What follows belongs to an exercise in optimizing a design on an open flow for small area and a short achievable clock period; a production flow would make more cautious choices.
The RTL was checked by simulation tests, not by an equivalence proof against the original design.

File: design/flow/design.v
`timescale 1ns / 1ps
module axis_eth_fcs
(
    input  wire        clk,
    input  wire        rst,
    input  wire [127:0]  input_axis_tdata,
    input  wire [15:0]   input_axis_tstrb,
    input  wire          input_axis_tvalid,
    output wire          input_axis_tready,
    input  wire          input_axis_tlast,
    output wire [31:0] output_fcs,
    output wire        output_fcs_valid
);
reg [31:0] crc_raw;
reg [1:0] crc_pad;
reg crc_restart;
reg fcs_valid_reg;
wire [15:0] s = input_axis_tstrb;
wire [31:0] crc;
wire [31:0] u1, u2, u3;
wire p32 = crc_raw[27] ^ crc_raw[29];
wire p33 = crc_raw[28] ^ crc_raw[30];
wire p34 = crc_raw[25] ^ crc_raw[31];
wire p35 = crc_raw[26] ^ p33;
wire p36 = crc_raw[24] ^ p32;
wire p37 = p34 ^ p36;
wire p38 = crc_raw[26] ^ crc_raw[31];
wire p39 = p32 ^ p38;
wire p40 = crc_raw[24] ^ crc_raw[27];
wire p41 = crc_raw[24] ^ p35;
wire p42 = crc_raw[25] ^ p35;
wire p43 = crc_raw[27] ^ p33;
wire p44 = crc_raw[28] ^ crc_raw[29];
wire p45 = p34 ^ p35;
wire p46 = crc_raw[26] ^ crc_raw[30];
wire p47 = crc_raw[30] ^ p32;
wire p48 = crc_raw[28] ^ p40;
assign u1[0] = p37;
assign u1[1] = p42;
assign u1[2] = p39;
assign u1[3] = p43;
assign u1[4] = crc_raw[31] ^ p44;
assign u1[5] = crc_raw[29] ^ crc_raw[30];
assign u1[6] = crc_raw[25] ^ crc_raw[30] ^ p36;
assign u1[7] = p45;
assign u1[8] = crc_raw[0] ^ p39;
assign u1[9] = crc_raw[1] ^ crc_raw[24] ^ crc_raw[29] ^ p33 ^ p34;
assign u1[10] = crc_raw[2] ^ p40 ^ p46;
assign u1[11] = crc_raw[3] ^ crc_raw[27] ^ crc_raw[28] ^ p34;
assign u1[12] = crc_raw[4] ^ crc_raw[26] ^ p44;
assign u1[13] = crc_raw[5] ^ p47;
assign u1[14] = crc_raw[6] ^ crc_raw[31] ^ p33;
assign u1[15] = crc_raw[7] ^ crc_raw[29] ^ crc_raw[31];
assign u1[16] = crc_raw[8] ^ crc_raw[30] ^ p37;
assign u1[17] = crc_raw[9] ^ p45;
assign u1[18] = crc_raw[10] ^ p39;
assign u1[19] = crc_raw[11] ^ p43;
assign u1[20] = crc_raw[12] ^ crc_raw[25] ^ p48;
assign u1[21] = crc_raw[13] ^ p38 ^ p48;
assign u1[22] = crc_raw[14] ^ crc_raw[24] ^ crc_raw[28] ^ crc_raw[31];
assign u1[23] = crc_raw[15] ^ crc_raw[25] ^ crc_raw[29];
assign u1[24] = crc_raw[16] ^ p37 ^ p46;
assign u1[25] = crc_raw[17] ^ crc_raw[29] ^ p41;
assign u1[26] = crc_raw[18] ^ p34 ^ p47;
assign u1[27] = crc_raw[19] ^ p36 ^ p42;
assign u1[28] = crc_raw[20] ^ p41;
assign u1[29] = crc_raw[21] ^ p32 ^ p34;
assign u1[30] = crc_raw[22] ^ p35 ^ p37;
assign u1[31] = crc_raw[23] ^ p41;
wire q32 = crc_raw[19] ^ crc_raw[21];
wire q33 = crc_raw[20] ^ crc_raw[22];
wire q34 = crc_raw[17] ^ crc_raw[23];
wire q35 = crc_raw[18] ^ crc_raw[24];
wire q36 = crc_raw[16] ^ crc_raw[28];
wire q37 = crc_raw[25] ^ crc_raw[27];
wire q38 = crc_raw[26] ^ crc_raw[29];
wire q39 = crc_raw[30] ^ q32;
wire q40 = crc_raw[31] ^ q33;
wire q41 = crc_raw[24] ^ crc_raw[30];
wire q42 = q34 ^ q39;
wire q43 = crc_raw[25] ^ q35;
wire q44 = crc_raw[23] ^ crc_raw[29];
wire q45 = crc_raw[19] ^ crc_raw[26];
wire q46 = crc_raw[28] ^ q40;
wire q47 = crc_raw[20] ^ crc_raw[31];
wire q48 = crc_raw[22] ^ crc_raw[31];
wire q49 = crc_raw[24] ^ crc_raw[27];
wire q50 = q36 ^ q40;
wire q51 = crc_raw[16] ^ q35;
wire q52 = q32 ^ q34;
wire q53 = q36 ^ q37;
wire q54 = crc_raw[17] ^ crc_raw[28];
wire q55 = q35 ^ q38;
wire q56 = q37 ^ q39;
wire q57 = q41 ^ q45;
wire q58 = crc_raw[21] ^ q37;
wire q59 = crc_raw[17] ^ q36;
wire q60 = crc_raw[30] ^ q34;
wire q61 = crc_raw[21] ^ q49;
wire q62 = crc_raw[27] ^ crc_raw[29];
wire q63 = crc_raw[19] ^ crc_raw[20];
wire q64 = crc_raw[25] ^ q63;
wire q65 = crc_raw[16] ^ q42;
wire q66 = crc_raw[23] ^ q38;
wire q67 = crc_raw[18] ^ q38;
wire q68 = q40 ^ q51;
assign u2[0] = q52 ^ q53;
assign u2[1] = q33 ^ q54 ^ q55;
assign u2[2] = crc_raw[18] ^ q44 ^ q56;
assign u2[3] = q46 ^ q57;
assign u2[4] = q44 ^ q47 ^ q58;
assign u2[5] = crc_raw[21] ^ crc_raw[22] ^ crc_raw[26] ^ crc_raw[28] ^ q41;
assign u2[6] = crc_raw[29] ^ q32 ^ q48 ^ q59;
assign u2[7] = crc_raw[18] ^ crc_raw[29] ^ q33 ^ q60;
assign u2[8] = crc_raw[23] ^ crc_raw[31] ^ q35 ^ q39;
assign u2[9] = q34 ^ q50 ^ q61;
assign u2[10] = crc_raw[19] ^ crc_raw[22] ^ q51 ^ q62;
assign u2[11] = crc_raw[28] ^ q60 ^ q64;
assign u2[12] = crc_raw[21] ^ q47 ^ q55;
assign u2[13] = crc_raw[22] ^ q56;
assign u2[14] = crc_raw[23] ^ crc_raw[26] ^ q46;
assign u2[15] = q44 ^ q61;
assign u2[16] = crc_raw[0] ^ crc_raw[22] ^ q49 ^ q65;
assign u2[17] = crc_raw[1] ^ q34 ^ q43 ^ q46;
assign u2[18] = crc_raw[2] ^ q32 ^ q43 ^ q66;
assign u2[19] = crc_raw[3] ^ q33 ^ q37 ^ q57;
assign u2[20] = crc_raw[4] ^ crc_raw[16] ^ crc_raw[17] ^ q45 ^ q47;
assign u2[21] = crc_raw[5] ^ crc_raw[18] ^ crc_raw[23] ^ q36 ^ q64;
assign u2[22] = crc_raw[6] ^ crc_raw[20] ^ crc_raw[24] ^ q53 ^ q66;
assign u2[23] = crc_raw[7] ^ q38 ^ q41 ^ q54 ^ q58;
assign u2[24] = crc_raw[8] ^ q48 ^ q65 ^ q67;
assign u2[25] = crc_raw[9] ^ crc_raw[21] ^ crc_raw[30] ^ q43 ^ q50;
assign u2[26] = crc_raw[10] ^ crc_raw[25] ^ q38 ^ q48 ^ q52;
assign u2[27] = crc_raw[11] ^ crc_raw[26] ^ q33 ^ q39 ^ q43 ^ q59;
assign u2[28] = crc_raw[12] ^ q50 ^ q67;
assign u2[29] = crc_raw[13] ^ q42 ^ q62;
assign u2[30] = crc_raw[14] ^ q37 ^ q42 ^ q68;
assign u2[31] = crc_raw[15] ^ crc_raw[26] ^ crc_raw[27] ^ q68;
wire r32 = crc_raw[13] ^ crc_raw[31];
wire r33 = crc_raw[12] ^ crc_raw[14];
wire r34 = crc_raw[11] ^ crc_raw[15];
wire r35 = crc_raw[16] ^ crc_raw[25];
wire r36 = crc_raw[21] ^ crc_raw[24];
wire r37 = crc_raw[10] ^ crc_raw[26];
wire r38 = crc_raw[8] ^ crc_raw[9];
wire r39 = crc_raw[17] ^ crc_raw[19];
wire r40 = crc_raw[18] ^ crc_raw[20];
wire r41 = crc_raw[22] ^ crc_raw[29];
wire r42 = crc_raw[23] ^ r33;
wire r43 = r32 ^ r38;
wire r44 = crc_raw[27] ^ r35;
wire r45 = crc_raw[12] ^ crc_raw[30];
wire r46 = crc_raw[13] ^ r34;
wire r47 = crc_raw[22] ^ r37;
wire r48 = crc_raw[21] ^ crc_raw[28];
wire r49 = crc_raw[16] ^ crc_raw[27];
wire r50 = crc_raw[15] ^ r36;
wire r51 = crc_raw[17] ^ crc_raw[20];
wire r52 = crc_raw[18] ^ crc_raw[23];
wire r53 = crc_raw[30] ^ r42;
wire r54 = crc_raw[20] ^ r43;
wire r55 = crc_raw[24] ^ r39;
wire r56 = crc_raw[26] ^ r34;
wire r57 = r33 ^ r44;
wire r58 = crc_raw[11] ^ r41;
wire r59 = crc_raw[14] ^ r32;
wire r60 = crc_raw[28] ^ r42;
wire r61 = crc_raw[8] ^ crc_raw[29];
wire r62 = r35 ^ r53;
wire r63 = crc_raw[9] ^ r40;
wire r64 = r39 ^ r48;
wire r65 = r46 ^ r47;
wire r66 = r40 ^ r49;
wire r67 = crc_raw[28] ^ r39;
wire r68 = r45 ^ r50;
wire r69 = crc_raw[11] ^ crc_raw[14];
wire r70 = crc_raw[25] ^ crc_raw[30];
wire r71 = r36 ^ r70;
wire r72 = crc_raw[15] ^ r60;
wire r73 = crc_raw[16] ^ crc_raw[19];
wire r74 = crc_raw[31] ^ r61;
wire r75 = crc_raw[9] ^ crc_raw[27];
wire r76 = r34 ^ r41;
wire r77 = r45 ^ r51;
wire r78 = crc_raw[10] ^ r52;
wire r79 = crc_raw[14] ^ r43;
wire r80 = crc_raw[17] ^ crc_raw[28];
wire r81 = crc_raw[8] ^ r62;
wire r82 = r41 ^ r46;
assign u3[0] = r54 ^ r55 ^ r56;
assign u3[1] = crc_raw[10] ^ crc_raw[21] ^ r57 ^ r63;
assign u3[2] = r64 ^ r65;
assign u3[3] = r42 ^ r58 ^ r66;
assign u3[4] = crc_raw[13] ^ crc_raw[23] ^ r67 ^ r68;
assign u3[5] = crc_raw[24] ^ r35 ^ r40 ^ r41 ^ r59;
assign u3[6] = crc_raw[23] ^ r54 ^ r69 ^ r71;
assign u3[7] = crc_raw[9] ^ crc_raw[25] ^ crc_raw[31] ^ r33 ^ r47 ^ r50;
assign u3[8] = crc_raw[23] ^ r44 ^ r65;
assign u3[9] = crc_raw[19] ^ r49 ^ r54 ^ r72;
assign u3[10] = r37 ^ r48 ^ r69 ^ r73 ^ r74;
assign u3[11] = r75 ^ r76 ^ r77;
assign u3[12] = crc_raw[16] ^ r32 ^ r45 ^ r48 ^ r78;
assign u3[13] = r55 ^ r58 ^ r59;
assign u3[14] = crc_raw[15] ^ crc_raw[25] ^ r40 ^ r53;
assign u3[15] = crc_raw[26] ^ r32 ^ r50 ^ r73;
assign u3[16] = crc_raw[19] ^ crc_raw[22] ^ crc_raw[24] ^ r44 ^ r56 ^ r79;
assign u3[17] = crc_raw[9] ^ r37 ^ r44 ^ r51 ^ r72;
assign u3[18] = crc_raw[18] ^ crc_raw[29] ^ r36 ^ r37 ^ r46 ^ r49 ^ r80;
assign u3[19] = crc_raw[18] ^ crc_raw[30] ^ r57 ^ r58 ^ r67;
assign u3[20] = crc_raw[11] ^ crc_raw[24] ^ crc_raw[28] ^ crc_raw[29] ^ r38 ^ r45 ^ r52;
assign u3[21] = crc_raw[25] ^ r34 ^ r37 ^ r61 ^ r77;
assign u3[22] = crc_raw[8] ^ r39 ^ r66 ^ r68;
assign u3[23] = crc_raw[22] ^ r32 ^ r35 ^ r63 ^ r64;
assign u3[24] = crc_raw[0] ^ r36 ^ r76 ^ r78 ^ r79;
assign u3[25] = crc_raw[1] ^ r32 ^ r47 ^ r51 ^ r81;
assign u3[26] = crc_raw[2] ^ crc_raw[17] ^ r36 ^ r52 ^ r56 ^ r59 ^ r75;
assign u3[27] = crc_raw[3] ^ crc_raw[11] ^ r40 ^ r43 ^ r47 ^ r57 ^ r80;
assign u3[28] = crc_raw[4] ^ crc_raw[10] ^ crc_raw[27] ^ r36 ^ r40 ^ r60 ^ r74;
assign u3[29] = crc_raw[5] ^ crc_raw[9] ^ crc_raw[19] ^ crc_raw[28] ^ r71 ^ r82;
assign u3[30] = crc_raw[6] ^ crc_raw[10] ^ r38 ^ r55 ^ r62 ^ r82;
assign u3[31] = crc_raw[7] ^ crc_raw[10] ^ crc_raw[18] ^ crc_raw[19] ^ r81;
assign crc = crc_pad == 2'd0 ? crc_raw :
             crc_pad == 2'd1 ? u1 :
             crc_pad == 2'd2 ? u2 : u3;
assign input_axis_tready = 1'b1;
assign output_fcs = ~crc;
assign output_fcs_valid = fcs_valid_reg;
wire [31:0] c = crc | {32{crc_restart}};
wire [3:0] sw;
assign sw[0] = s[12];
assign sw[1] = s[8] & ~s[12];
assign sw[2] = s[4] & ~s[8];
assign sw[3] = ~s[4];
wire pad0 = ~s[1] | (s[2] & ~s[3]) | (s[4] & ~s[5]) | (s[6] & ~s[7]) |
            (s[8] & ~s[9]) | (s[10] & ~s[11]) | (s[12] & ~s[13]) | (s[14] & ~s[15]);
wire pad1 = ~s[1] | (s[1] & ~s[2]) | (s[4] & ~s[5]) | (s[5] & ~s[6]) |
            (s[8] & ~s[9]) | (s[9] & ~s[10]) | (s[12] & ~s[13]) | (s[13] & ~s[14]);
wire [127:0] dm;
genvar b;
generate
    for (b = 0; b < 16; b = b + 1) begin : mask
        if (b % 4 == 0) begin : keep
            assign dm[8*b +: 8] = input_axis_tdata[8*b +: 8];
        end else begin : zero
            assign dm[8*b +: 8] = input_axis_tdata[8*b +: 8] & {8{s[b]}};
        end
    end
endgenerate
wire [127:0] x0 = dm ^ {96'h0, c};
wire [127:0] w;
assign w[31:0]   = x0[31:0] & {32{sw[0]}};
assign w[63:32]  = (x0[63:32] & {32{sw[0]}}) | (x0[31:0] & {32{sw[1]}});
assign w[95:64]  = (x0[95:64] & {32{sw[0]}}) | (x0[63:32] & {32{sw[1]}}) |
                   (x0[31:0] & {32{sw[2]}});
assign w[127:96] = (x0[127:96] & {32{sw[0]}}) | (x0[95:64] & {32{sw[1]}}) |
                   (x0[63:32] & {32{sw[2]}}) | (x0[31:0] & {32{sw[3]}});
wire [31:0] t;
wire x128 = w[5] ^ w[14];
wire x129 = w[4] ^ w[33];
wire x130 = w[6] ^ w[44];
wire x131 = w[8] ^ w[29];
wire x132 = w[7] ^ w[22];
wire x133 = w[32] ^ w[75];
wire x134 = w[3] ^ w[76];
wire x135 = w[47] ^ w[67];
wire x136 = w[10] ^ w[96];
wire x137 = w[12] ^ w[98];
wire x138 = w[21] ^ w[77];
wire x139 = w[24] ^ w[80];
wire x140 = w[30] ^ w[68];
wire x141 = w[48] ^ w[69];
wire x142 = w[83] ^ w[103];
wire x143 = w[23] ^ x131;
wire x144 = w[34] ^ x128;
wire x145 = w[11] ^ w[45];
wire x146 = w[2] ^ w[118];
wire x147 = w[15] ^ w[16];
wire x148 = w[17] ^ w[70];
wire x149 = w[20] ^ w[99];
wire x150 = w[27] ^ w[37];
wire x151 = w[28] ^ w[38];
wire x152 = w[35] ^ w[36];
wire x153 = w[39] ^ w[40];
wire x154 = w[56] ^ w[71];
wire x155 = w[57] ^ w[72];
wire x156 = w[13] ^ x129;
wire x157 = w[9] ^ w[95];
wire x158 = w[19] ^ w[100];
wire x159 = w[25] ^ w[41];
wire x160 = w[26] ^ w[42];
wire x161 = w[31] ^ w[74];
wire x162 = w[43] ^ w[119];
wire x163 = w[46] ^ w[66];
wire x164 = w[49] ^ w[122];
wire x165 = w[50] ^ w[123];
wire x166 = w[51] ^ w[124];
wire x167 = w[52] ^ w[73];
wire x168 = w[53] ^ w[126];
wire x169 = w[54] ^ w[62];
wire x170 = w[79] ^ w[101];
wire x171 = w[78] ^ x132;
wire x172 = w[105] ^ x133;
wire x173 = w[125] ^ x130;
wire x174 = w[1] ^ w[85];
wire x175 = w[18] ^ w[58];
wire x176 = w[59] ^ w[82];
wire x177 = w[102] ^ x139;
wire x178 = w[104] ^ x141;
wire x179 = w[115] ^ x142;
wire x180 = w[120] ^ x135;
wire x181 = w[65] ^ x144;
wire x182 = w[91] ^ x143;
wire x183 = w[0] ^ w[88];
wire x184 = w[60] ^ w[89];
wire x185 = w[61] ^ w[84];
wire x186 = w[64] ^ w[121];
wire x187 = w[81] ^ w[127];
wire x188 = w[86] ^ w[106];
wire x189 = w[87] ^ w[94];
wire x190 = w[90] ^ w[110];
wire x191 = w[63] ^ x134;
wire x192 = w[92] ^ x137;
wire x193 = w[97] ^ x145;
wire x194 = w[108] ^ x147;
wire x195 = w[111] ^ x138;
wire x196 = w[107] ^ x140;
wire x197 = w[109] ^ x136;
wire x198 = w[112] ^ x154;
wire x199 = w[113] ^ x155;
wire x200 = x169 ^ x176;
wire x201 = x152 ^ x171;
wire x202 = x156 ^ x158;
wire x203 = w[48] ^ x167;
wire x204 = w[93] ^ x146;
wire x205 = w[114] ^ x148;
wire x206 = w[116] ^ x162;
wire x207 = w[117] ^ x174;
wire x208 = x151 ^ x157;
wire x209 = x150 ^ x196;
wire x210 = x166 ^ x172;
wire x211 = x173 ^ x199;
wire x212 = x153 ^ x182;
wire x213 = w[46] ^ w[89];
wire x214 = w[18] ^ x170;
wire x215 = w[55] ^ x168;
wire x216 = w[63] ^ x164;
wire x217 = w[103] ^ x161;
wire x218 = x149 ^ x163;
wire x219 = x160 ^ x185;
wire x220 = x175 ^ x187;
wire x221 = w[0] ^ x193;
wire x222 = x165 ^ x194;
wire x223 = x197 ^ x201;
wire x224 = w[15] ^ w[100];
wire x225 = w[17] ^ w[114];
wire x226 = w[25] ^ w[47];
wire x227 = w[30] ^ w[99];
wire x228 = w[51] ^ w[107];
wire x229 = w[53] ^ w[70];
wire x230 = w[75] ^ w[118];
wire x231 = w[7] ^ x155;
wire x232 = w[8] ^ x189;
wire x233 = w[16] ^ x188;
wire x234 = w[52] ^ x190;
wire x235 = w[59] ^ x159;
wire x236 = w[68] ^ x149;
wire x237 = w[69] ^ x189;
wire x238 = w[71] ^ x139;
wire x239 = w[86] ^ x184;
wire x240 = w[14] ^ x179;
wire x241 = w[38] ^ x192;
wire x242 = w[43] ^ x178;
wire x243 = w[73] ^ x177;
wire x244 = w[106] ^ x208;
wire x245 = x166 ^ x198;
wire x246 = x180 ^ x195;
wire x247 = w[29] ^ x181;
wire x248 = w[3] ^ w[72];
wire x249 = w[4] ^ w[121];
wire x250 = w[5] ^ w[74];
wire x251 = w[6] ^ w[80];
wire x252 = w[9] ^ w[112];
wire x253 = w[11] ^ w[94];
wire x254 = w[13] ^ w[57];
wire x255 = w[19] ^ w[39];
wire x256 = w[26] ^ w[37];
wire x257 = w[27] ^ w[62];
wire x258 = w[28] ^ w[120];
wire x259 = w[31] ^ w[101];
wire x260 = w[33] ^ w[36];
wire x261 = w[42] ^ w[109];
wire x262 = w[45] ^ w[108];
wire x263 = w[49] ^ w[77];
wire x264 = w[56] ^ w[58];
wire x265 = w[61] ^ w[127];
wire x266 = w[88] ^ w[102];
wire x267 = w[90] ^ w[93];
wire x268 = w[96] ^ w[126];
wire x269 = w[111] ^ w[127];
wire x270 = w[1] ^ x136;
wire x271 = w[20] ^ x134;
wire x272 = w[23] ^ x130;
wire x273 = w[32] ^ x186;
wire x274 = w[41] ^ x133;
wire x275 = w[55] ^ x161;
wire x276 = w[64] ^ x132;
wire x277 = w[65] ^ x153;
wire x278 = w[76] ^ x163;
wire x279 = w[78] ^ x137;
wire x280 = w[82] ^ x147;
wire x281 = w[84] ^ x167;
wire x282 = w[87] ^ x183;
wire x283 = w[91] ^ x140;
wire x284 = w[93] ^ x135;
wire x285 = w[101] ^ x226;
wire x286 = w[113] ^ x150;
wire x287 = w[117] ^ x227;
wire x288 = w[123] ^ x188;
wire x289 = x128 ^ x146;
wire x290 = x129 ^ x186;
wire x291 = x140 ^ x165;
wire x292 = x148 ^ x224;
wire x293 = x151 ^ x229;
wire x294 = x159 ^ x213;
wire x295 = w[66] ^ x178;
wire x296 = w[67] ^ x195;
wire x297 = w[79] ^ x177;
wire x298 = w[85] ^ x205;
wire x299 = w[98] ^ x200;
wire x300 = x143 ^ x170;
wire x301 = x145 ^ x207;
wire x302 = x154 ^ x172;
wire x303 = x168 ^ x278;
wire x304 = x192 ^ x214;
wire x305 = x198 ^ x233;
wire x306 = x200 ^ x219;
wire x307 = x203 ^ x215;
wire x308 = w[35] ^ x202;
wire x309 = w[40] ^ x221;
wire x310 = w[97] ^ x209;
wire x311 = x141 ^ x240;
wire x312 = x180 ^ x202;
wire x313 = x181 ^ x218;
wire x314 = x183 ^ x241;
wire x315 = w[54] ^ x223;
wire x316 = x212 ^ x262;
wire x317 = w[6] ^ w[112];
wire x318 = w[8] ^ w[61];
wire x319 = w[10] ^ w[80];
wire x320 = w[12] ^ w[119];
wire x321 = w[16] ^ w[43];
wire x322 = w[19] ^ w[122];
wire x323 = w[22] ^ w[40];
wire x324 = w[23] ^ w[39];
wire x325 = w[24] ^ w[76];
wire x326 = w[24] ^ w[94];
wire x327 = w[26] ^ w[58];
wire x328 = w[34] ^ w[95];
wire x329 = w[36] ^ w[110];
wire x330 = w[44] ^ w[60];
wire x331 = w[50] ^ w[81];
wire x332 = w[71] ^ w[84];
wire x333 = w[77] ^ w[111];
wire x334 = w[78] ^ w[105];
wire x335 = w[81] ^ w[94];
wire x336 = w[88] ^ w[125];
wire x337 = w[95] ^ w[108];
wire x338 = w[97] ^ w[121];
wire x339 = w[103] ^ w[119];
wire x340 = w[104] ^ w[115];
wire x341 = w[107] ^ w[110];
wire x342 = w[2] ^ x152;
wire x343 = w[3] ^ x146;
wire x344 = w[7] ^ x175;
wire x345 = w[15] ^ x157;
wire x346 = w[21] ^ x184;
wire x347 = w[35] ^ x249;
wire x348 = w[45] ^ x168;
wire x349 = w[46] ^ x257;
wire x350 = w[47] ^ x138;
wire x351 = w[67] ^ x251;
wire x352 = w[70] ^ x263;
wire x353 = w[72] ^ x265;
wire x354 = w[73] ^ x162;
wire x355 = w[74] ^ x253;
wire x356 = w[83] ^ x137;
wire x357 = w[92] ^ x184;
wire x358 = w[98] ^ x176;
wire x359 = w[102] ^ x138;
wire x360 = w[104] ^ x142;
wire x361 = w[109] ^ x248;
wire x362 = w[114] ^ x169;
wire x363 = w[116] ^ x225;
wire x364 = w[124] ^ x264;
wire x365 = w[125] ^ x131;
wire x366 = x128 ^ x160;
wire x367 = x132 ^ x260;
wire x368 = x136 ^ x174;
wire x369 = x151 ^ x190;
wire x370 = x164 ^ x175;
wire x371 = x164 ^ x228;
wire x372 = x185 ^ x319;
wire x373 = x230 ^ x255;
wire x374 = x250 ^ x258;
wire x375 = x261 ^ x268;
wire x376 = x267 ^ x336;
wire x377 = x323 ^ x339;
wire x378 = w[11] ^ x220;
wire x379 = w[13] ^ x216;
wire x380 = w[20] ^ x191;
wire x381 = w[27] ^ x206;
wire x382 = w[28] ^ x156;
wire x383 = w[42] ^ x294;
wire x384 = w[50] ^ x237;
wire x385 = w[54] ^ x276;
wire x386 = w[55] ^ x204;
wire x387 = w[59] ^ x285;
wire x388 = w[60] ^ x282;
wire x389 = w[64] ^ x217;
wire x390 = w[79] ^ x234;
wire x391 = w[92] ^ x238;
wire x392 = w[120] ^ x144;
wire x393 = w[122] ^ x217;
wire x394 = x130 ^ x289;
wire x395 = x133 ^ x216;
wire x396 = x148 ^ x207;
wire x397 = x152 ^ x191;
wire x398 = x156 ^ x193;
wire x399 = x157 ^ x287;
wire x400 = x158 ^ x237;
wire x401 = x159 ^ x206;
wire x402 = x160 ^ x270;
wire x403 = x162 ^ x205;
wire x404 = x170 ^ x236;
wire x405 = x171 ^ x333;
wire x406 = x173 ^ x232;
wire x407 = x178 ^ x328;
wire x408 = x179 ^ x269;
wire x409 = x179 ^ x318;
wire x410 = x180 ^ x213;
wire x411 = x187 ^ x290;
wire x412 = x194 ^ x350;
wire x413 = x204 ^ x277;
wire x414 = x206 ^ x254;
wire x415 = x214 ^ x256;
wire x416 = x218 ^ x231;
wire x417 = x220 ^ x284;
wire x418 = x232 ^ x345;
wire x419 = x239 ^ x351;
wire x420 = x259 ^ x368;
wire x421 = x266 ^ x274;
wire x422 = x275 ^ x283;
wire x423 = x293 ^ x361;
wire x424 = x332 ^ x359;
wire x425 = w[17] ^ x300;
wire x426 = w[49] ^ x209;
wire x427 = w[87] ^ x302;
wire x428 = w[116] ^ x295;
wire x429 = x129 ^ x211;
wire x430 = x149 ^ x210;
wire x431 = x186 ^ x298;
wire x432 = x197 ^ x297;
wire x433 = x201 ^ x244;
wire x434 = x210 ^ x281;
wire x435 = x211 ^ x228;
wire x436 = x231 ^ x242;
wire x437 = x234 ^ x403;
wire x438 = x235 ^ x303;
wire x439 = x243 ^ x330;
wire x440 = x245 ^ x341;
wire x441 = x245 ^ x354;
wire x442 = x246 ^ x377;
wire x443 = x246 ^ x391;
wire x444 = x272 ^ x304;
wire x445 = x273 ^ x406;
wire x446 = x288 ^ x307;
wire x447 = x296 ^ x399;
wire x448 = x301 ^ x325;
wire x449 = x306 ^ x352;
wire x450 = x182 ^ x314;
wire x451 = x212 ^ x398;
wire x452 = x221 ^ x247;
wire x453 = x247 ^ x312;
wire x454 = x310 ^ x445;
assign t[0] = w[18] ^ w[22] ^ w[33] ^ w[56] ^ w[99] ^ x135 ^ x185 ^ x252 ^ x270 ^ x279 ^ x292 ^ x335 ^ x343 ^ x349 ^ x360 ^ x395 ^ x401 ^ x422 ^ x439 ^ x452;
assign t[1] = w[2] ^ w[10] ^ w[57] ^ w[62] ^ w[81] ^ w[99] ^ w[113] ^ w[119] ^ x163 ^ x191 ^ x193 ^ x207 ^ x219 ^ x226 ^ x258 ^ x280 ^ x291 ^ x302 ^ x308 ^ x389 ^ x407 ^ x444;
assign t[2] = w[82] ^ w[96] ^ x145 ^ x177 ^ x204 ^ x233 ^ x259 ^ x263 ^ x327 ^ x349 ^ x356 ^ x397 ^ x430 ^ x431 ^ x436 ^ x453;
assign t[3] = x179 ^ x188 ^ x203 ^ x292 ^ x313 ^ x320 ^ x331 ^ x334 ^ x370 ^ x382 ^ x387 ^ x397 ^ x424 ^ x454;
assign t[4] = w[6] ^ w[72] ^ w[85] ^ x222 ^ x348 ^ x358 ^ x371 ^ x388 ^ x389 ^ x415 ^ x424 ^ x428 ^ x433 ^ x453;
assign t[5] = w[38] ^ w[121] ^ x203 ^ x210 ^ x222 ^ x255 ^ x266 ^ x300 ^ x313 ^ x315 ^ x353 ^ x360 ^ x396 ^ x419 ^ x426;
assign t[6] = w[1] ^ x150 ^ x173 ^ x191 ^ x210 ^ x223 ^ x293 ^ x305 ^ x313 ^ x316 ^ x346 ^ x356 ^ x384 ^ x390 ^ x401;
assign t[7] = w[37] ^ w[41] ^ w[109] ^ x219 ^ x244 ^ x282 ^ x287 ^ x292 ^ x303 ^ x342 ^ x385 ^ x390 ^ x435 ^ x443 ^ x451;
assign t[8] = w[100] ^ w[118] ^ w[121] ^ x181 ^ x209 ^ x238 ^ x248 ^ x252 ^ x307 ^ x314 ^ x316 ^ x321 ^ x329 ^ x362 ^ x383 ^ x405 ^ x417 ^ x420;
assign t[9] = w[22] ^ w[96] ^ x181 ^ x230 ^ x267 ^ x286 ^ x304 ^ x306 ^ x308 ^ x316 ^ x408 ^ x419 ^ x423 ^ x428;
assign t[10] = w[18] ^ w[66] ^ x192 ^ x202 ^ x225 ^ x271 ^ x272 ^ x285 ^ x301 ^ x315 ^ x369 ^ x393 ^ x413 ^ x427;
assign t[11] = w[19] ^ w[48] ^ x134 ^ x144 ^ x288 ^ x296 ^ x320 ^ x326 ^ x329 ^ x340 ^ x386 ^ x415 ^ x416 ^ x421 ^ x451;
assign t[12] = w[0] ^ w[116] ^ x144 ^ x241 ^ x243 ^ x271 ^ x308 ^ x317 ^ x334 ^ x364 ^ x383 ^ x418 ^ x426 ^ x442;
assign t[13] = w[113] ^ w[117] ^ x217 ^ x235 ^ x242 ^ x249 ^ x254 ^ x317 ^ x324 ^ x331 ^ x376 ^ x392 ^ x402 ^ x404 ^ x412 ^ x433;
assign t[14] = w[58] ^ w[100] ^ w[126] ^ x160 ^ x172 ^ x205 ^ x212 ^ x223 ^ x242 ^ x253 ^ x280 ^ x286 ^ x297 ^ x338 ^ x346 ^ x371 ^ x394;
assign t[15] = w[30] ^ w[105] ^ x134 ^ x150 ^ x164 ^ x187 ^ x222 ^ x235 ^ x238 ^ x244 ^ x309 ^ x367 ^ x409 ^ x437 ^ x444;
assign t[16] = w[65] ^ w[106] ^ x165 ^ x280 ^ x310 ^ x312 ^ x324 ^ x355 ^ x366 ^ x386 ^ x395 ^ x405 ^ x409 ^ x423 ^ x441;
assign t[17] = w[68] ^ w[75] ^ w[83] ^ x153 ^ x161 ^ x169 ^ x208 ^ x211 ^ x222 ^ x271 ^ x279 ^ x281 ^ x290 ^ x295 ^ x326 ^ x381 ^ x392 ^ x425 ^ x440;
assign t[18] = w[29] ^ w[34] ^ w[45] ^ w[69] ^ w[76] ^ x159 ^ x194 ^ x211 ^ x215 ^ x277 ^ x298 ^ x344 ^ x347 ^ x374 ^ x379 ^ x432 ^ x434 ^ x447;
assign t[19] = w[33] ^ w[77] ^ w[110] ^ w[115] ^ x158 ^ x167 ^ x220 ^ x230 ^ x251 ^ x291 ^ x305 ^ x309 ^ x315 ^ x365 ^ x366 ^ x393 ^ x431 ^ x438;
assign t[20] = w[25] ^ w[37] ^ w[86] ^ w[123] ^ x136 ^ x182 ^ x191 ^ x199 ^ x243 ^ x348 ^ x367 ^ x394 ^ x400 ^ x404 ^ x408 ^ x440 ^ x449;
assign t[21] = w[52] ^ w[65] ^ w[124] ^ x135 ^ x154 ^ x195 ^ x225 ^ x236 ^ x256 ^ x265 ^ x274 ^ x289 ^ x337 ^ x370 ^ x384 ^ x385 ^ x420 ^ x429 ^ x450;
assign t[22] = w[21] ^ w[51] ^ w[95] ^ x161 ^ x165 ^ x173 ^ x239 ^ x240 ^ x261 ^ x264 ^ x284 ^ x335 ^ x363 ^ x372 ^ x373 ^ x379 ^ x436 ^ x438 ^ x450;
assign t[23] = w[14] ^ w[44] ^ x153 ^ x190 ^ x203 ^ x268 ^ x276 ^ x291 ^ x340 ^ x357 ^ x414 ^ x417 ^ x418 ^ x430 ^ x448 ^ x449;
assign t[24] = w[5] ^ w[50] ^ w[53] ^ x134 ^ x143 ^ x177 ^ x227 ^ x305 ^ x322 ^ x358 ^ x376 ^ x378 ^ x396 ^ x407 ^ x434 ^ x442;
assign t[25] = w[15] ^ w[23] ^ w[77] ^ w[102] ^ x174 ^ x299 ^ x322 ^ x347 ^ x372 ^ x380 ^ x381 ^ x410 ^ x427 ^ x435 ^ x446 ^ x452;
assign t[26] = w[90] ^ x130 ^ x142 ^ x196 ^ x216 ^ x279 ^ x342 ^ x362 ^ x364 ^ x374 ^ x388 ^ x411 ^ x412 ^ x416 ^ x446 ^ x448;
assign t[27] = w[7] ^ w[41] ^ w[124] ^ x138 ^ x183 ^ x222 ^ x229 ^ x239 ^ x252 ^ x260 ^ x299 ^ x311 ^ x378 ^ x414 ^ x432 ^ x454;
assign t[28] = w[16] ^ w[24] ^ w[117] ^ x200 ^ x250 ^ x283 ^ x286 ^ x337 ^ x343 ^ x344 ^ x365 ^ x369 ^ x375 ^ x400 ^ x410 ^ x421 ^ x441;
assign t[29] = w[120] ^ x131 ^ x141 ^ x142 ^ x183 ^ x208 ^ x269 ^ x338 ^ x357 ^ x373 ^ x375 ^ x380 ^ x387 ^ x422 ^ x429 ^ x437;
assign t[30] = w[12] ^ x171 ^ x190 ^ x191 ^ x215 ^ x224 ^ x236 ^ x257 ^ x294 ^ x311 ^ x327 ^ x355 ^ x363 ^ x411 ^ x413 ^ x443;
assign t[31] = w[90] ^ x163 ^ x204 ^ x273 ^ x275 ^ x299 ^ x309 ^ x311 ^ x321 ^ x353 ^ x382 ^ x402 ^ x425 ^ x439 ^ x447;
always @(posedge clk or posedge rst) begin
    if (rst) begin
        crc_restart <= 1'b1;
        fcs_valid_reg <= 1'b0;
    end else begin
        fcs_valid_reg <= input_axis_tvalid & input_axis_tlast;
        if (input_axis_tvalid) begin
            crc_restart <= input_axis_tlast;
        end
    end
end
always @(posedge clk) begin
    if (input_axis_tvalid) begin
        crc_raw <= t;
        crc_pad <= {pad1, pad0};
    end
end
endmodule
File: design/flow/flow/downsize.py
#!/usr/bin/env python3
"""Set every combinational cell of a synthesized netlist to its smallest
drive strength (_1, or _0 where the platform has no _1 ... as listed in the
liberty file); flip-flops keep their cells. The timing repair later sizes up
what the constraints need."""
import re, sys
net, lib = sys.argv[1], sys.argv[2]
cells = set(re.findall(r'^\s*cell\s*\(\s*"?(sky130_fd_sc_hd__\w+?)"?\s*\)', open(lib).read(), re.M))
dont = set(sys.argv[3:])
def smallest(name):
    m = re.match(r'(sky130_fd_sc_hd__[a-z0-9]+?)_(\d+)$', name)
    if not m:
        return name
    base = m.group(1)
    if re.match(r'sky130_fd_sc_hd__(e?df|sdf|dl|conb|tap|fill|decap|clk)', base):
        return name
    for d in ("1", "0"):
        cand = "%s_%s" % (base, d)
        if cand in cells and cand not in dont:
            if int(d) < int(m.group(2)):
                return cand
            return name
    return name
src = open(net).read()
n = [0]
def sub(mo):
    new = smallest(mo.group(1))
    if new != mo.group(1):
        n[0] += 1
    return new + mo.group(2)
out = re.sub(r'\b(sky130_fd_sc_hd__\w+)(\s+[\\\w])', sub, src)
open(net, "w").write(out)
print("downsized", n[0], "cells")
File: design/flow/flow/run.sh
#!/bin/bash
set -euo pipefail
cd "$(dirname "$0")/.."
if [[ -f flow/extra.mk ]]; then cat flow/extra.mk >> config.mk; fi
mapfile -t ARGS < <(grep -v '^\s*$' flow/args.txt)
bash standard.sh synth > flow_synth.log 2>&1
RES=orfs/results/${FLOW_PLATFORM}/axis_eth_fcs/base
cp $RES/1_2_yosys.v flow_1_2_yosys_standard.v
LIB=$(ls ${FLOW_HOME}/platforms/${FLOW_PLATFORM}/lib/sky130_fd_sc_hd__tt_025C_1v80.lib)
python3 flow/downsize.py $RES/1_2_yosys.v $LIB > flow_downsize.log 2>&1
touch $RES/1_2_yosys.v
bash standard.sh "${ARGS[@]}" finish > flow_finish.log 2>&1
File: design/flow/flow/extra.mk
export DONT_USE_CELLS += sky130_fd_sc_hd__xor3_1 sky130_fd_sc_hd__xor3_2 sky130_fd_sc_hd__xor3_4 sky130_fd_sc_hd__xnor3_1 sky130_fd_sc_hd__xnor3_2 sky130_fd_sc_hd__xnor3_4
File: design/flow/constraint.sdc
create_clock -name core_clock -period 16.0 [get_ports {clk}]
set_input_delay 3.2000 -clock core_clock [delete_from_list [all_inputs] [get_ports {clk}]]
set_output_delay 3.2000 -clock core_clock [all_outputs]
set_load 0.01 [all_outputs]
File: design/flow/config.mk
export PLATFORM = sky130hd
export DESIGN_NAME = axis_eth_fcs
export DESIGN_NICKNAME = axis_eth_fcs
export VERILOG_FILES = /design/flow/design.v
export SDC_FILE = /design/flow/constraint.sdc
export NUM_CORES = 4
export LEC_CHECK = 0
export CAP_MARGIN = 20
export CORE_MARGIN = 2
export CORE_UTILIZATION = 40
export SETUP_SLACK_MARGIN = 0.3
export SLEW_MARGIN = 20
export DONT_USE_CELLS += sky130_fd_sc_hd__xor3_1 sky130_fd_sc_hd__xor3_2 sky130_fd_sc_hd__xor3_4 sky130_fd_sc_hd__xnor3_1 sky130_fd_sc_hd__xnor3_2 sky130_fd_sc_hd__xnor3_4
File: design/flow/flow/args.txt
SETUP_SLACK_MARGIN=9.25
BUFFER_PORTS_ARGS=-buffer_cell sky130_fd_sc_hd__buf_2
SLEW_MARGIN=10
CAP_MARGIN=10
File: design/flow/standard.sh
#!/bin/bash
# synth_recipe.tcl (not shown) runs the flow's synth.tcl, then flattens the netlist and writes it again
# the make line also repeats each setting of config.mk as NAME=value (left out here)
make -C /OpenROAD-flow-scripts/flow DESIGN_CONFIG=/design/flow/config.mk WORK_HOME=/design/flow/orfs CLKGATE_MAP_FILE= SYNTH_SCRIPT=/design/flow/synth_recipe.tcl "${@:-finish}"
==> flow_summary.yaml, run 1 <==
die:
  die_h_um: 204
  rows: 73
  coreArea_um2: 39600
  dieArea_um2: 41700
  io_pins: 182
  start_util_pct: 40.5
  die_w_um: 204
placed_design:
  port_buffers: 179
  place_congestion: 1.11
  dp_slack_ns: 8.09
  dp_hpwl_um: 76600
worst_hold_path:
  min_path_type: "reg -> reg"
route:
  drc: 0
  vias: 16331
  drtIter0Drc: 2169
  first_pass_iters: 7
  post_drt_via_cell_ratio: 5.96
  antenna_left: 0
  wl_per_cell_um: 33.3
  wl_um: 91300
clock_tree:
  cts_sinks: 36
  tritoncts: "yes"
  ctsHoldBuffers: 0
  h-tree-depth: 2
  cts_root_buffer: "clkbuf_16"
  insertion_delay_ns: 0.29
  cts_made_buffers: 5
  clk_pin_slew_ns: 0.06
  cts_max_path_buffers: 2
timing:
  layout_setup_ws_ns: 9.15
  max_freq_mhz: 146
  final_max_slew_viol_count: 0
  setup_tns_ns: 0
  finalHoldViolations: 0
  finalCritPeriodShare_pct: 42.8
  relSlewSlack_pct: 18.3
  setup_viol: 0
  fin_skew_ns: 0.00367
  rsz0062_at_grt: "true"
  post-route-min-period_ns: 6.85
  tightest_slew_ns: 1.21
setup_path:
  crit_fanout: 4
  crit_type: "in -> reg"
  critPathArrivalTime_ns: 6.88
  cp-start-kind: "input port"
  required_ns: 16.03
  end_kind: "flop"
global_route:
  grt_pass1_vias: 15792
  grtUsageTotal_pct: 43.1
  antenna_found_initial: 1
  grt_first_pass_wirelength_um: 124000
  gr-total-overflow: 0
  grt_max_degree: 72
logic_synthesis:
  syn_avg_cell_area_um2: 7.89
  syn_inst: 2033
  syn_area_um2: 16000
  yosysWarnings: 1
  mappedNetlistNets: 2181
finish:
  layout-drive-gt1-share_pct: 18.2
  reg.largest.list: "crc_raw: 32 flops, crc_pad: 2 flops"
  finalNetCount: 2361
  areaGrowthSynthToFinish_pct: 18.9
  post-route-util_pct: 48.1
  nFillCells: 4080
  largest_reg_flops: 32
  largest_register: "crc_raw"
run:
  cap_viol_max_count: 0
status:
  status: "finished clean"
-- layout by cell type, fill, tap and decap left out, drive strengths merged, types with 4 or more instances in the layout --
cell    count
nor4        4
edfxtp     34
nor2       79
mux2i      18
or3         7
a22oi      32
a32o       10
o221a       4
inv        20
nand2     154
o21a        5
and2       18
a31oi       4
nor3       19
a21boi      5
a22o       16
xnor2     946
o22ai      11
a21oi      59
nand3      15
a32oi       5
clkbuf      7
or2         4
a222oi     20
nor2b       4
mux2        6
nor3b      10
a211o       5
o211ai     12
a211oi     17
o21ai      56
a21o        7
buf       284
nand2b      4
xor2      252
a221oi     20
-- worst paths after layout --
check                                   startpoint                      end  slack, ns  cells past startpoint
hold / removal             crc_restart$_DFFE_PP1P_  crc_restart$_DFFE_PP1P_       1.45                      3
setup / recovery               input_axis_tdata[4]     crc_raw[5]$_DFFE_PP_       9.15                     11
setup reg to reg             crc_raw[19]$_DFFE_PP_    crc_raw[14]$_DFFE_PP_       9.26                     15
max in group asynchronous                      rst  crc_restart$_DFFE_PP1P_      13.06                      2
hold reg to reg            crc_restart$_DFFE_PP1P_  crc_restart$_DFFE_PP1P_       1.45                      3
min in group asynchronous                      rst  fcs_valid_reg$_DFF_PP0_       2.75                      2
-- critical path, cell delays in order --
cell and delay [ns]:
buf_2 0.12, xor2_1 0.66, inv_1 0.24, o21ai_1 0.56
xnor2_1 0.20, xnor2_1 0.49, xor2_1 0.40, xor2_1 0.33
xor2_1 0.34, xnor2_1 0.22, xnor2_1 0.10
-- what timing repair did --
| item | 4_1_cts | 5_1_grt |
|---|---|---|
| setup endpoints to repair | 40 | 36 |
| pin swaps | 2 | 8 |
| hold endpoints to repair | 0 | 0 |
| gates cloned | 0 | 0 |
| buffers inserted | 2 | 26 |
| resized for setup | 67 | 64 |
-- layout make-up --
type	instances	area (µm²)	share of cell area, %
Multi-Input combinational cell	1864	15400	80.5
Timing Repair Buffer	285	1760	9.21
Sequential cell	36	1070	5.62
Tap cell	525	657	3.45
Clock buffer	6	129	0.676
Inverter	21	78.8	0.413
Clock inverter	2	11.3	0.0591
Antenna cell	2	5.00	0.0263
-- routing by layer --
layer / vias up / GRT usage [%] / wire, µm
met3: 326 / 6.12 / 8010
li1: 7076 / - / -
met2: 1185 / 70.2 / 41100
met5: - / 0 / 0
met1: 7744 / 49.7 / 32700
met4: 0 / 37.1 / 9630
-- through the flow --
| stage | hold WS (ns) | instances | cell area [µm²] |
|---|---|---|---|
| 4_1_cts | 1.40 | 2713 | 18400 |
| 3_3_place_gp | 1.37 | 2703 | 17800 |
| 3_5_place_dp | 1.39 | 2703 | 17800 |
| 6_report | 1.45 | 2741 | 19100 |
| 5_1_grt | 1.47 | 2739 | 19100 |
| 2_1_floorplan | 1.00 | 2033 | 16000 |
==> inputs of run 2 (changes only) <==
==> design/flow/flow/args.txt (replaced) <==
SETUP_SLACK_MARGIN=9.4
BUFFER_PORTS_ARGS=-buffer_cell sky130_fd_sc_hd__buf_2
SLEW_MARGIN=10
CAP_MARGIN=10
==> flow_summary.yaml, run 2 <==
status:
  status: "finished clean"
finish:
  largest_register: "crc_raw"
  finalNetCount: 2373
  mostFrequentLayoutCell: "xnor2_1"
  nFillCells: 4032
  final_cell_mix: "880 x xnor2_1, 213 x xor2_1, 177 x buf_2"
  register_area_um2: 1070
  largest_reg_flops: 32
  multiInputGateArea_um2: 15600
  stdcell_count: 2751
  layout-drive-gt1-share_pct: 20.4
  post-route-cell-area_um2: 19500
  areaGrowthSynthToFinish_pct: 21.3
  n_antenna_cell: 0
  reg.largest.list: "crc_raw: 32 flops, crc_pad: 2 flops"
global_route:
  grt_max_degree: 72
  gr-total-overflow: 0
  grt_pass1_vias: 15816
  antenna_found_initial: 1
  grtUsageTotal_pct: 43.4
  grt_first_pass_wirelength_um: 125000
clock_tree:
  ctsHoldBuffers: 0
  clk_pin_slew_ns: 0.06
  tritoncts: "yes"
  insertion_delay_ns: 0.29
  cts_made_buffers: 5
  cts_root_buffer: "clkbuf_16"
  h-tree-depth: 2
  cts_max_path_buffers: 2
  cts_sinks: 36
setup_path:
  required_ns: 16.03
  end_kind: "flop"
  critPathArrivalTime_ns: 6.63
  cp-start-kind: "input port"
  crit_fanout: 15
  crit_type: "in -> reg"
logic_synthesis:
  syn_area_um2: 16000
  syn_avg_cell_area_um2: 7.89
  mappedNetlistNets: 2181
  yosysWarnings: 1
  syn_inst: 2033
timing:
  max_freq_mhz: 152
  setup_viol: 0
  tightest_slew_ns: 1.25
  fin_skew_ns: 0.00346
  finalHoldViolations: 0
  setup_tns_ns: 0
  finalCritPeriodShare_pct: 41.2
  rsz0062_at_grt: "true"
  post-route-min-period_ns: 6.60
  final_max_slew_viol_count: 0
  relSlewSlack_pct: 15.7
route:
  vias: 16370
  first_pass_iters: 7
  drtIter0Drc: 2306
  wl_per_cell_um: 33.4
  drc: 0
  post_drt_via_cell_ratio: 5.95
  antenna_left: 0
  wl_um: 92000
placed_design:
  dpl-instance-area_um2: 17800
  dp_hpwl_um: 76600
  port_buffers: 179
  place_congestion: 1.11
  dp.cells: 2703
die:
  rows: 73
  die_w_um: 204
  io_pins: 182
  die_h_um: 204
  dieArea_um2: 41700
  start_util_pct: 40.5
  coreArea_um2: 39600
worst_hold_path:
  min_path_type: "reg -> reg"
run:
  cap_viol_max_count: 0
==> run 2: layer usage <==
metal | GRT usage [%] | vias up | wire (µm)
li1 | - | 7092 | -
met1 | 49.8 | 7838 | 33100
met2 | 71.2 | 1104 | 41500
met3 | 6.41 | 336 | 7630
met4 | 36.5 | 0 | 9760
met5 | 0 | - | 0
==> run 2: what timing repair did <==
| action | 4_1_cts | 5_1_grt |
|---|---|---|
| gates cloned | 1 | 0 |
| setup endpoints to repair | 43 | 39 |
| buffers inserted | 21 | 18 |
| gates resized for setup | 112 | 72 |
| hold endpoints to repair | 0 | 0 |
| pin swaps | 8 | 5 |
==> run 2: final timing paths <==
check | start | to | slack, ns | cells past startpoint
setup / recovery | input_axis_tstrb[8] | crc_raw[13]$_DFFE_PP_ | 9.40 | 12
max in group asynchronous | rst | crc_restart$_DFFE_PP1P_ | 13.06 | 2
setup reg to reg | crc_raw[26]$_DFFE_PP_ | crc_raw[24]$_DFFE_PP_ | 9.78 | 17
min in group asynchronous | rst | fcs_valid_reg$_DFF_PP0_ | 2.75 | 2
hold / removal | crc_restart$_DFFE_PP1P_ | crc_restart$_DFFE_PP1P_ | 1.45 | 3
hold reg to reg | crc_restart$_DFFE_PP1P_ | crc_restart$_DFFE_PP1P_ | 1.45 | 3
==> run 2: critical path, cell delays in order <==
cell      delay, ns
buf_2          0.35
nand2b_1       0.17
buf_4          0.27
nor2_2         0.17
a221oi_2       0.79
xor2_2         0.37
xnor2_1        0.14
xnor2_1        0.41
xnor2_1        0.23
xnor2_1        0.26
xnor2_1        0.17
xnor2_1        0.10
==> run 2: stage by stage <==
step | hold WS, ns | util, % | setup WS, ns
CTS | 1.40 | 47.6 | 9.36
global placement | 1.37 | 44.9 | 8.08
detailed placement | 1.39 | 44.9 | 8.09
floorplan | 1.00 | - | 9.60
global route | 1.46 | 49.1 | 9.29
finish | 1.45 | 49.1 | 9.40
==> run 2: cell type report <==
type	instances	share of cell area, %
well taps	525	3.38
inverters	21	0.444
flip-flops and latches	36	5.51
repair inverters	1	0.0257
clock inverters	2	0.0579
clock buffers	6	0.662
multi-input cells	1864	80.4
repair buffers	296	9.52
==> inputs of run 3 (changes only) <==
==> design/flow/flow/args.txt (replaced) <==
SETUP_SLACK_MARGIN=9.1
BUFFER_PORTS_ARGS=-buffer_cell sky130_fd_sc_hd__buf_2
SLEW_MARGIN=10
CAP_MARGIN=10
==> flow_summary.yaml, run 3 <==
die:
  io_pins: 182
  die_h_um: 204
  die_w_um: 204
  rows: 73
  coreArea_um2: 39600
  start_util_pct: 40.5
  dieArea_um2: 41700
route:
  post_drt_via_cell_ratio: 5.93
  drc: 0
  wl_um: 91100
  wl_per_cell_um: 33.6
  vias: 16088
  first_pass_iters: 8
  antenna_left: 0
  drtIter0Drc: 2110
setup_path:
  crit_type: "reg -> out"
  cp-start-kind: "flop"
  ff2ff_setup_slack_ns: 9.18
  critPathArrivalTime_ns: 3.70
  crit_fanout: 8
  end_kind: "output pin"
  r2r-end: "crc_raw[13]$_DFFE_PP_"
  r2r_cells: 15
  rr_startpoint: "crc_raw[15]$_DFFE_PP_"
  required_ns: 12.80
finish:
  areaGrowthSynthToFinish_pct: 15.5
  mostFrequentLayoutCell: "xnor2_1"
  largest_reg_flops: 32
  reg.largest.list: "crc_raw: 32 flops, crc_pad: 2 flops"
  stdcell_count: 2715
  multiInputGateArea_um2: 15000
  post-route-cell-area_um2: 18500
  final_cell_mix: "921 x xnor2_1, 229 x xor2_1, 177 x buf_2"
  n_antenna_cell: 0
  nFillCells: 4118
  register_area_um2: 1070
  finalNetCount: 2337
  largest_register: "crc_raw"
  layout-drive-gt1-share_pct: 15.7
timing:
  rsz0062_at_grt: "true"
  final_max_slew_viol_count: 0
  holdWs_ns: 1.46
  setup_tns_ns: 0
  max_freq_mhz: 145
  relSlewSlack_pct: 21.5
  setup_viol: 0
  finalCritPeriodShare_pct: 43.1
  post-route-min-period_ns: 6.90
  finalHoldViolations: 0
  fin_skew_ns: 0.00372
  layout_setup_ws_ns: 9.10
  tightest_slew_ns: 1.17
worst_hold_path:
  min_path_type: "reg -> reg"
  holdCritStartpoint: "crc_restart$_DFFE_PP1P_"
  min_to: "crc_restart$_DFFE_PP1P_"
  hold_depth: 3
clock_tree:
  cts_max_path_buffers: 2
  tritoncts: "yes"
  insertion_delay_ns: 0.28
  cts_root_buffer: "clkbuf_16"
  clk_pin_slew_ns: 0.06
  h-tree-depth: 2
  cts_sinks: 36
  cts_made_buffers: 5
global_route:
  antenna_found_initial: 0
  grt_pass1_vias: 15728
  gr-total-overflow: 0
  grt_first_pass_wirelength_um: 124000
  grt_max_degree: 72
  grtUsageTotal_pct: 43.0
placed_design:
  port_buffers: 179
  place_congestion: 1.11
  dp_slack_ns: 8.09
  dp.cells: 2703
  dpl-instance-area_um2: 17800
  dp_hpwl_um: 76600
run:
  cap_viol_max_count: 0
logic_synthesis:
  syn_inst: 2033
  mappedNetlistNets: 2181
  syn_avg_cell_area_um2: 7.89
  yosysWarnings: 1
  syn_area_um2: 16000
status:
  status: "finished clean"
run 3: changes by cell type in the layout (fill, tap and decap cells not counted), sizes merged:
cell,delta
clkinvlp,-3
inv,+2
buf,-35
run 3: worst max-delay path by stage:
stage	cells past startpoint	to	slack, ns	start
finish	7	output_fcs[22]	9.10	crc_raw[18]$_DFFE_PP_
global route	15	crc_raw[21]$_DFFE_PP_	9.05	input_axis_tstrb[12]
CTS	15	crc_raw[27]$_DFFE_PP_	9.04	input_axis_tstrb[4]
detailed placement	13	crc_raw[13]$_DFFE_PP_	8.09	input_axis_tstrb[12]
global placement	14	crc_raw[21]$_DFFE_PP_	8.08	input_axis_tstrb[4]
floorplan	14	crc_raw[7]$_DFFE_PP_	9.60	input_axis_tstrb[1]
run 3: metrics by stage:
step                      utilization [%]
after floorplan                         -
after global placement               44.9
after detailed placement             44.9
after CTS                            46.1
after global routing                 46.7
final                                46.7
run 3: per-layer routing:
layer / wire length [µm] / global-route usage, % / up-vias / share of wire (%)
met1: 33300 / 49.5 / 7681 / 37
met4: 9690 / 36.4 / 0 / 11
li1: - / - / 7024 / -
met3: 7550 / 6.38 / 317 / 8.3
met5: 0 / 0 / - / 0
met2: 40600 / 70.4 / 1066 / 45
run 3: worst max-delay path, cell delays in order, from the launching register on:
cell and delay (ns):
edfxtp_1 0.66, xnor2_1 0.84, xnor2_1 0.45, xnor2_1 0.24, xnor2_1 0.23, mux4_1 0.69, inv_1 0.15, buf_2 0.14
run 3: layout make-up:
class / count / share of cell area, %
inverters: 21 / 0.426
well taps: 525 / 3.55
flip-flops and latches: 36 / 5.79
clock buffers: 6 / 0.696
clock inverters: 2 / 0.0608
multi-input cells: 1864 / 81.1
repair buffers: 261 / 8.36
run 3: repair_timing:
item	4_1_cts	5_1_grt
endpoints found under the setup margin	37	33
resized for setup	47	36
setup buffers	2	2
pin swaps	2	2
hold buffers	0	0
==> inputs of run 4 (changes only) <==
==> design/flow/flow/args.txt (replaced) <==
SETUP_SLACK_MARGIN=9.55
BUFFER_PORTS_ARGS=-buffer_cell sky130_fd_sc_hd__buf_2
SLEW_MARGIN=10
CAP_MARGIN=10
==> flow_summary.yaml, run 4 <==
global_route:
  grt.busiest_layer: "met2"
  grt_pass1_vias: 15991
  grt_first_pass_wirelength_um: 126000
  met1_usage_pct: 49.6
  antenna_found_initial: 2
  use_met2_pct: 71.8
  grt_max_degree: 72
  gr-total-overflow: 0
  use_met3_pct: 6.71
  grtUsageTotal_pct: 43.6
placed_design:
  dpl-instance-area_um2: 17800
  dp_slack_ns: 8.09
  dp.cells: 2703
  dp_hpwl_um: 76600
  port_buffers: 179
  place_congestion: 1.11
timing:
  max_freq_mhz: 154
  tightest_slew_ns: 1.23
  fin_skew_ns: 0.00300
  finalHoldViolations: 0
  final_max_slew_viol_count: 0
  setup_tns_ns: 0
  holdWs_ns: 1.44
  relSlewSlack_pct: 17.6
  layout_setup_ws_ns: 9.50
  rsz0062_at_grt: "true"
  setup_viol: 0
  finalCritPeriodShare_pct: 40.6
  post-route-min-period_ns: 6.50
route:
  first_pass_iters: 10
  drtIter0Drc: 2213
  wl_um: 92700
  wl_per_cell_um: 33.5
  vias: 16565
  post_drt_via_cell_ratio: 5.98
  drc: 0
  antenna_left: 0
worst_hold_path:
  min_path_type: "reg -> reg"
clock_tree:
  cts_root_buffer: "clkbuf_16"
  ctsHoldBuffers: 0
  insertion_delay_ns: 0.29
  h-tree-depth: 2
  clk_pin_slew_ns: 0.06
  tritoncts: "yes"
  cts_made_buffers: 5
  cts_sinks: 36
  cts_max_path_buffers: 2
setup_path:
  end_kind: "flop"
  critPathArrivalTime_ns: 6.53
  required_ns: 16.03
  cp-start-kind: "input port"
  crit_type: "in -> reg"
  crit_fanout: 9
finish:
  final_cell_mix: "852 x xnor2_1, 209 x xor2_1, 176 x buf_2"
  areaGrowthSynthToFinish_pct: 25.3
  largest_register: "crc_raw"
  largest_reg_flops: 32
  reg.largest.list: "crc_raw: 32 flops, crc_pad: 2 flops"
  mostFrequentLayoutCell: "xnor2_1"
  stdcell_count: 2769
  post-route-util_pct: 50.7
  post-route-cell-area_um2: 20100
  finalNetCount: 2389
  layout-drive-gt1-share_pct: 22.9
die:
  start_util_pct: 40.5
  io_pins: 182
  die_w_um: 204
  rows: 73
  dieArea_um2: 41700
  coreArea_um2: 39600
  die_h_um: 204
status:
  status: "finished clean"
logic_synthesis:
  syn_inst: 2033
  mappedNetlistNets: 2181
  syn_avg_cell_area_um2: 7.89
  yosysWarnings: 1
  syn_area_um2: 16000
run:
  cap_viol_max_count: 0
==> run 4: cell types whose count changed in the layout (fill, tap and decap cells not counted), sizes merged <==
cell      delta
buf         +50
clkinvlp     +3
diode        +2
inv          -2
clkbuf       +1
==> run 4: layer usage <==
| metal | share of wire, % | up-vias |
|---|---|---|
| li1 | - | 7121 |
| met1 | 35 | 7923 |
| met2 | 45 | 1166 |
| met3 | 8.7 | 355 |
| met4 | 11 | 0 |
| met5 | 0 | - |
==> run 4: final timing paths <==
kind	endpoint	from	cells past startpoint	slack [ns]
hold / removal	crc_restart$_DFFE_PP1P_	crc_restart$_DFFE_PP1P_	3	1.44
hold reg to reg	crc_restart$_DFFE_PP1P_	crc_restart$_DFFE_PP1P_	3	1.44
max in group asynchronous	crc_restart$_DFFE_PP1P_	rst	2	13.06
setup reg to reg	crc_raw[5]$_DFFE_PP_	crc_raw[14]$_DFFE_PP_	15	9.95
min in group asynchronous	fcs_valid_reg$_DFF_PP0_	rst	2	2.75
setup / recovery	crc_raw[5]$_DFFE_PP_	input_axis_tstrb[2]	11	9.50
==> run 4: final cells by class <==
type	count	area, µm²
clock buffer	6	129
antenna	2	5.00
fill	4000	19500
sequential	36	1070
multi-input combinational	1864	16100
timing repair inverter	1	5.00
clock inverter	2	11.3
inverter	21	86.3
timing repair buffer	312	2040
tap	525	657
==> run 4: worst max-delay path, cell delays in order <==
cell and delay (ns):
buf_2 0.25, nand2_1 0.11, xor2_1 0.60, and2_1 0.58, xnor2_2 0.21, xnor2_1 0.19
xnor2_1 0.54, xnor2_1 0.21, xnor2_1 0.30, xnor2_2 0.20, xnor2_1 0.12
==> run 4: repair_timing <==
item | CTS | global route
endpoints found under the setup margin | 48 | 43
hold endpoints to repair | 0 | 0
resized for setup | 169 | 80
pin swaps | 14 | 16
setup buffers | 32 | 22
gates cloned | 1 | 1

-- static timing again, ports no longer ideal --
How much do the figures lean on ideal ports? The routed layouts below were timed once more, with nothing changed but the port constraints. Step 1, drivers: a clkbuf_16 drives clk and a buf_2 each remaining input, both assumed. Step 2 times the ports against the registers' clock, not the clock port: input delays grow and output delays shrink by t, the midpoint of the rising clock arrivals with the driver on. Three values: no drivers, after step 1, after step 2; two values: the first two.
run | t (ns) | slack for setup (ns) | hold slack, ns | cell pins on the clock port's net
run 1 | 0.328 | 9.153 / 9.124 / 8.848 | 1.451 / 1.451 / 1.451 | 1
run 2 | 0.328 | 9.402 / 9.381 / 9.096 | 1.447 / 1.447 / 1.447 | 1
run 3 | 0.325 | 9.099 / 9.056 / 8.829 | 1.465 / 1.465 / 1.465 | 1
run 4 | 0.328 | 9.503 / 9.502 / 9.181 | 1.441 / 1.441 / 1.441 | 1
After both steps every run listed still meets setup and hold. The setup slack of run 4, which loses most, moves by -0.001 ns with the drivers and by -0.322 ns with both steps.
